Background: an optimization exercise with open tools, aiming at small area, a short achievable clock period and few clock cycles per item. Do not read the settings as production practice.

==> inputs of build 38 <==
Design mult, start of the top module:
module mult #(
    parameter int INPUT_WIDTH = 32,
    parameter bit IS_SIGNED   = 1'b0
) (
    input logic aclk,
    input logic arst_n,
    input  logic [              1:0] in_tvalid,
    output logic [              1:0] in_tready,
    input  logic [2*INPUT_WIDTH-1:0] in_tdata,
    output logic                     out_tvalid,
    input  logic                     out_tready,
    output logic [2*INPUT_WIDTH-1:0] out_tdata
);
export LEC_CHECK = 0
export ABC_AREA = 0
export CAP_MARGIN = 20
export CORE_MARGIN = 2
export CORE_UTILIZATION = 45
export PLACE_DENSITY = 0.65
export SLEW_MARGIN = 20
export SYNTH_HIERARCHICAL = 1
create_clock -name core_clock -period 11.0 [get_ports {aclk}]
standard.sh (not shown) runs the stock make flow with config.mk's settings and CLKGATE_MAP_FILE= SYNTH_SCRIPT=/design/flow/synth_recipe.tcl, a recipe that flattens the netlist after the stock synthesis.
==> flow/flow/run.sh <==
#!/bin/bash
# The standard layout with four changes to how it is made:
#  - flow/downsize.tcl (before floorplan) sets every combinational cell to the
#    smallest drive strength of its function; the repair steps size up what
#    the placed loads and timing need,
#  - buffers that synthesis inserted are removed at floorplan (the repair
#    steps buffer the placed nets instead),
#  - the port buffers start as buf_1 (repair sizes them up where needed),
#  - the timing repair keeps SETUP_SLACK_MARGIN ns of setup slack, so it
#    aims below the clock period.
# make's output goes to flow_make.log; each ORFS step logs under orfs/logs.
set -euo pipefail
here=$(pwd)
bash standard.sh SETUP_SLACK_MARGIN=6.2 REMOVE_ABC_BUFFERS=1 \
  "BUFFER_PORTS_ARGS=-buffer_cell sky130_fd_sc_hd__buf_1" \
  PRE_FLOORPLAN_TCL="$here/flow/downsize.tcl" finish > flow_make.log 2>&1
==> flow/flow/downsize.tcl <==
# Before floorplan: give every combinational cell the smallest drive strength
# of its function, so that repair_design and repair_timing size up only the
# cells that the placed design's loads and timing need. Registers, clock
# buffers, tie cells and physical cells are left as synthesis made them.
set dont_use {}
if {[info exists ::env(DONT_USE_CELLS)]} { set dont_use $::env(DONT_USE_CELLS) }
set db [ord::get_db]
set smallest [dict create]
foreach lib [$db getLibs] {
  foreach m [$lib getMasters] {
    set n [$m getName]
    if {![regexp {^(sky130_fd_sc_hd__[a-z0-9]+)_([0-9]+)$} $n -> base drv]} { continue }
    set skip 0
    foreach pat $dont_use { if {[string match $pat $n]} { set skip 1 } }
    if {$skip} { continue }
    set area [expr {[$m getWidth] * [$m getHeight]}]
    if {![dict exists $smallest $base] || $area < [lindex [dict get $smallest $base] 1]} {
      dict set smallest $base [list $m $area]
    }
  }
}
set swapped 0
foreach inst [[ord::get_db_block] getInsts] {
  set m [$inst getMaster]
  set n [$m getName]
  if {![regexp {^(sky130_fd_sc_hd__([a-z0-9]+))_([0-9]+)$} $n -> base short drv]} { continue }
  if {[regexp {^(df|edf|sdf|dl|clk|conb|tap|fill|decap|diode|lpflow)} $short]} { continue }
  if {![dict exists $smallest $base]} { continue }
  set new [lindex [dict get $smallest $base] 0]
  if {$new ne $m && [$new getName] ne $n} {
    if {[$inst swapMaster $new]} { incr swapped }
  }
}
puts "downsize: $swapped cells set to their smallest drive strength"
==> trial 26: changes against build 38 <==
--- a/flow/design.v
+++ b/flow/design.v
@@ -11,18 +11,18 @@
     input  logic                     out_tready,
     output logic [2*INPUT_WIDTH-1:0] out_tdata
 );
     logic v1_r, v2_r;       
     logic room_r;           
     logic en1, en2;
     assign en2 = out_tready || !v2_r;
     assign en1 = out_tready || room_r;
-    mult_rdy u_rdy0 (.t(out_tready), .r(room_r), .v(in_tvalid[1]), .y(in_tready[0]));
-    mult_rdy u_rdy1 (.t(out_tready), .r(room_r), .v(in_tvalid[0]), .y(in_tready[1]));
+    assign in_tready[0] = en1 && in_tvalid[1];
+    assign in_tready[1] = en1 && in_tvalid[0];
     logic [31:0] a;
     logic [15:0] one, two, neg;
     logic btop;
     logic [15:0] one_n, two_n, neg_n;
     always_comb begin
         one_n[0] = in_tdata[32];
         two_n[0] = in_tdata[33] & ~in_tdata[32];
         neg_n[0] = in_tdata[33];
@@ -2768,17 +2768,17 @@
     wire hag5_1419;
     mult_gppn u_hag5_1419 (.gh(hag4_1404), .ph(hap4_1405), .gl(hag3_1343), .g(hag5_1419));
     wire hag5_1420;
     mult_gppp u_hag5_1420 (.gh(hag4_1406), .ph(hap4_1407), .gl(hag4_1382), .g(hag5_1420));
     wire hag5_1421;
     mult_gppp u_hag5_1421 (.gh(hag4_1408), .ph(hap4_1409), .gl(hag4_1383), .g(hag5_1421));
     wire hag5_1422;
     mult_gppp u_hag5_1422 (.gh(hag4_1410), .ph(hap4_1411), .gl(hag4_1384), .g(hag5_1422));
-    wire mcn = hag5_1422;     
+    wire mc = ~hag5_1422;
     logic [63:46] hi_ones;     
     assign hi_ones[46] = 1'b1;
     assign hi_ones[47] = &hi_r[46:46];
     assign hi_ones[48] = &hi_r[47:46];
     assign hi_ones[49] = &hi_r[48:46];
     assign hi_ones[50] = &hi_r[49:46];
     assign hi_ones[51] = &hi_r[50:46];
     assign hi_ones[52] = &hi_r[51:46];
@@ -2789,34 +2789,34 @@
     assign hi_ones[57] = &hi_r[56:46];
     assign hi_ones[58] = &hi_r[57:46];
     assign hi_ones[59] = &hi_r[58:46];
     assign hi_ones[60] = &hi_r[59:46];
     assign hi_ones[61] = &hi_r[60:46];
     assign hi_ones[62] = &hi_r[61:46];
     assign hi_ones[63] = &hi_r[62:46];
     wire [63:46] hi_out;
-    mult_incn u_inc46 (.h(hi_r[46]), .o(hi_ones[46]), .cn(mcn), .y(hi_out[46]));
-    mult_incn u_inc47 (.h(hi_r[47]), .o(hi_ones[47]), .cn(mcn), .y(hi_out[47]));
-    mult_incn u_inc48 (.h(hi_r[48]), .o(hi_ones[48]), .cn(mcn), .y(hi_out[48]));
-    mult_incn u_inc49 (.h(hi_r[49]), .o(hi_ones[49]), .cn(mcn), .y(hi_out[49]));
-    mult_incn u_inc50 (.h(hi_r[50]), .o(hi_ones[50]), .cn(mcn), .y(hi_out[50]));
-    mult_incn u_inc51 (.h(hi_r[51]), .o(hi_ones[51]), .cn(mcn), .y(hi_out[51]));
-    mult_incn u_inc52 (.h(hi_r[52]), .o(hi_ones[52]), .cn(mcn), .y(hi_out[52]));
-    mult_incn u_inc53 (.h(hi_r[53]), .o(hi_ones[53]), .cn(mcn), .y(hi_out[53]));
-    mult_incn u_inc54 (.h(hi_r[54]), .o(hi_ones[54]), .cn(mcn), .y(hi_out[54]));
-    mult_incn u_inc55 (.h(hi_r[55]), .o(hi_ones[55]), .cn(mcn), .y(hi_out[55]));
-    mult_incn u_inc56 (.h(hi_r[56]), .o(hi_ones[56]), .cn(mcn), .y(hi_out[56]));
-    mult_incn u_inc57 (.h(hi_r[57]), .o(hi_ones[57]), .cn(mcn), .y(hi_out[57]));
-    mult_incn u_inc58 (.h(hi_r[58]), .o(hi_ones[58]), .cn(mcn), .y(hi_out[58]));
-    mult_incn u_inc59 (.h(hi_r[59]), .o(hi_ones[59]), .cn(mcn), .y(hi_out[59]));
-    mult_incn u_inc60 (.h(hi_r[60]), .o(hi_ones[60]), .cn(mcn), .y(hi_out[60]));
-    mult_incn u_inc61 (.h(hi_r[61]), .o(hi_ones[61]), .cn(mcn), .y(hi_out[61]));
-    mult_incn u_inc62 (.h(hi_r[62]), .o(hi_ones[62]), .cn(mcn), .y(hi_out[62]));
-    mult_incn u_inc63 (.h(hi_r[63]), .o(hi_ones[63]), .cn(mcn), .y(hi_out[63]));
+    mult_inc u_inc46 (.h(hi_r[46]), .o(hi_ones[46]), .c(mc), .y(hi_out[46]));
+    mult_inc u_inc47 (.h(hi_r[47]), .o(hi_ones[47]), .c(mc), .y(hi_out[47]));
+    mult_inc u_inc48 (.h(hi_r[48]), .o(hi_ones[48]), .c(mc), .y(hi_out[48]));
+    mult_inc u_inc49 (.h(hi_r[49]), .o(hi_ones[49]), .c(mc), .y(hi_out[49]));
+    mult_inc u_inc50 (.h(hi_r[50]), .o(hi_ones[50]), .c(mc), .y(hi_out[50]));
+    mult_inc u_inc51 (.h(hi_r[51]), .o(hi_ones[51]), .c(mc), .y(hi_out[51]));
+    mult_inc u_inc52 (.h(hi_r[52]), .o(hi_ones[52]), .c(mc), .y(hi_out[52]));
+    mult_inc u_inc53 (.h(hi_r[53]), .o(hi_ones[53]), .c(mc), .y(hi_out[53]));
+    mult_inc u_inc54 (.h(hi_r[54]), .o(hi_ones[54]), .c(mc), .y(hi_out[54]));
+    mult_inc u_inc55 (.h(hi_r[55]), .o(hi_ones[55]), .c(mc), .y(hi_out[55]));
+    mult_inc u_inc56 (.h(hi_r[56]), .o(hi_ones[56]), .c(mc), .y(hi_out[56]));
+    mult_inc u_inc57 (.h(hi_r[57]), .o(hi_ones[57]), .c(mc), .y(hi_out[57]));
+    mult_inc u_inc58 (.h(hi_r[58]), .o(hi_ones[58]), .c(mc), .y(hi_out[58]));
+    mult_inc u_inc59 (.h(hi_r[59]), .o(hi_ones[59]), .c(mc), .y(hi_out[59]));
+    mult_inc u_inc60 (.h(hi_r[60]), .o(hi_ones[60]), .c(mc), .y(hi_out[60]));
+    mult_inc u_inc61 (.h(hi_r[61]), .o(hi_ones[61]), .c(mc), .y(hi_out[61]));
+    mult_inc u_inc62 (.h(hi_r[62]), .o(hi_ones[62]), .c(mc), .y(hi_out[62]));
+    mult_inc u_inc63 (.h(hi_r[63]), .o(hi_ones[63]), .c(mc), .y(hi_out[63]));
     assign out_tdata  = {hi_out[63], hi_out[62], hi_out[61], hi_out[60], hi_out[59], hi_out[58], hi_out[57], hi_out[56], hi_out[55], hi_out[54], hi_out[53], hi_out[52], hi_out[51], hi_out[50], hi_out[49], hi_out[48], hi_out[47], hi_out[46], (hap0_25 ^ ~hag5_1421), (hap0_24 ^ ~hag5_1420), (hap0_23 ^ ~hag5_1419), (hap0_22 ^ ~hag5_1418), (hap0_21 ^ ~hag5_1417), (hap0_20 ^ ~hag5_1416), (hap0_19 ^ ~hag5_1415), (hap0_18 ^ ~hag5_1414), (hap0_17 ^ ~hag5_1413), (hap0_16 ^ ~hag5_1412), (hap0_15 ^ hag4_1389), (hap0_14 ^ hag4_1388), (hap0_13 ^ hag4_1387), (hap0_12 ^ hag4_1386), (hap0_11 ^ hag4_1385), (hap0_10 ^ hag4_1384), (hap0_9 ^ hag4_1383), (hap0_8 ^ hag4_1382), (hap0_7 ^ ~hag3_1343), (hap0_6 ^ ~hag3_1342), (hap0_5 ^ ~hag3_1341), (hap0_4 ^ ~hag3_1340), (hap0_3 ^ hag2_1293), (hap0_2 ^ hag2_1292), (hap0_1 ^ ~hag1_1241), (hap0_0 ^ lc_r), lo_r};
 endmodule
 module mult_bsel (
     input  logic one,
     input  logic two,
     input  logic neg,
     input  logic a1,
     input  logic a0,
@@ -2829,40 +2829,24 @@
     input  logic b,
     input  logic c,
     output logic s,
     output logic co
 );
     assign s  = a ^ b ^ c;
     assign co = (a & b) | (a & c) | (b & c);
 endmodule
-module mult_rdy (
-    input  logic t,
-    input  logic r,
-    input  logic v,
-    output logic y
-);
-    assign y = (t | r) & v;
-endmodule
 module mult_inc (
     input  logic h,
     input  logic o,
     input  logic c,
     output logic y
 );
     assign y = h ^ (c & o);
 endmodule
-module mult_incn (
-    input  logic h,
-    input  logic o,
-    input  logic cn,
-    output logic y
-);
-    assign y = h ^ (~cn & o);
-endmodule
 module mult_ha (
     input  logic a,
     input  logic b,
     output logic s,
     output logic co
 );
     assign s  = a ^ b;
     assign co = a & b;
==> comparison table <==
quantity                                                                 build 38                  trial 26
Status                                                             finished clean            finished clean
Filler cell count                                                           5,243                     5,275
Worst setup path class                                        flop to output port  input pin to output port
Count of cell instances traversed by the critical path                         11                         4
Invs w/o clock                                                                 57                        56
Share of the clock period used by the worst path                            0.444                     0.453
Post-detailed-placement cell area                                    30,300 sq um              30,200 sq um
Hold_ws                                                                  0.484 ns                  0.501 ns
Buffers excl. clock                                                           297                       252
Die outline width                                                          254 um                    254 um
Capture point of the worst reg-to-reg path                     lo_r[18]$_DFFE_PN_         c_r[30]$_DFFE_PN_
Master of the slowest instance on the critical path     sky130_fd_sc_hd__edfxtp_1    sky130_fd_sc_hd__or2_4
Maximum clock skew at final layout                                      0.0285 ns                 0.0206 ns
Routed length per placed instance                                         28.0 um                   28.1 um
Function was not checked in any run of this note: the RTL went through the layout flow alone.

[what the ideal ports hide]
How much do the figures lean on ideal ports? The routed layouts below were timed once more, with nothing changed but the port constraints.
Step 1, drivers: a clkbuf_16 drives aclk and a buf_2 each remaining input, both assumed.
Step 2 times the ports against the registers' clock, not the clock port: input delays grow and output delays shrink by t, the midpoint of the rising clock arrivals with the driver on.
Three values: ideal, step 1, step 2; two values: the first two.
run | shift t [ns] | setup slack, ns | worst setup path after step 2 | worst slew at a driven data input, ns
build 38 | 0.567 | 6.121 / 6.057 / 6.166 | input to output | 0.07
trial 26 | 0.554 | 6.016 / 5.965 / 5.965 | input to output | 0.07
After both steps every run listed still meets setup and hold. For trial 26, which loses most, drivers alone change the setup slack by -0.051 ns; drivers and shift together by -0.051 ns.
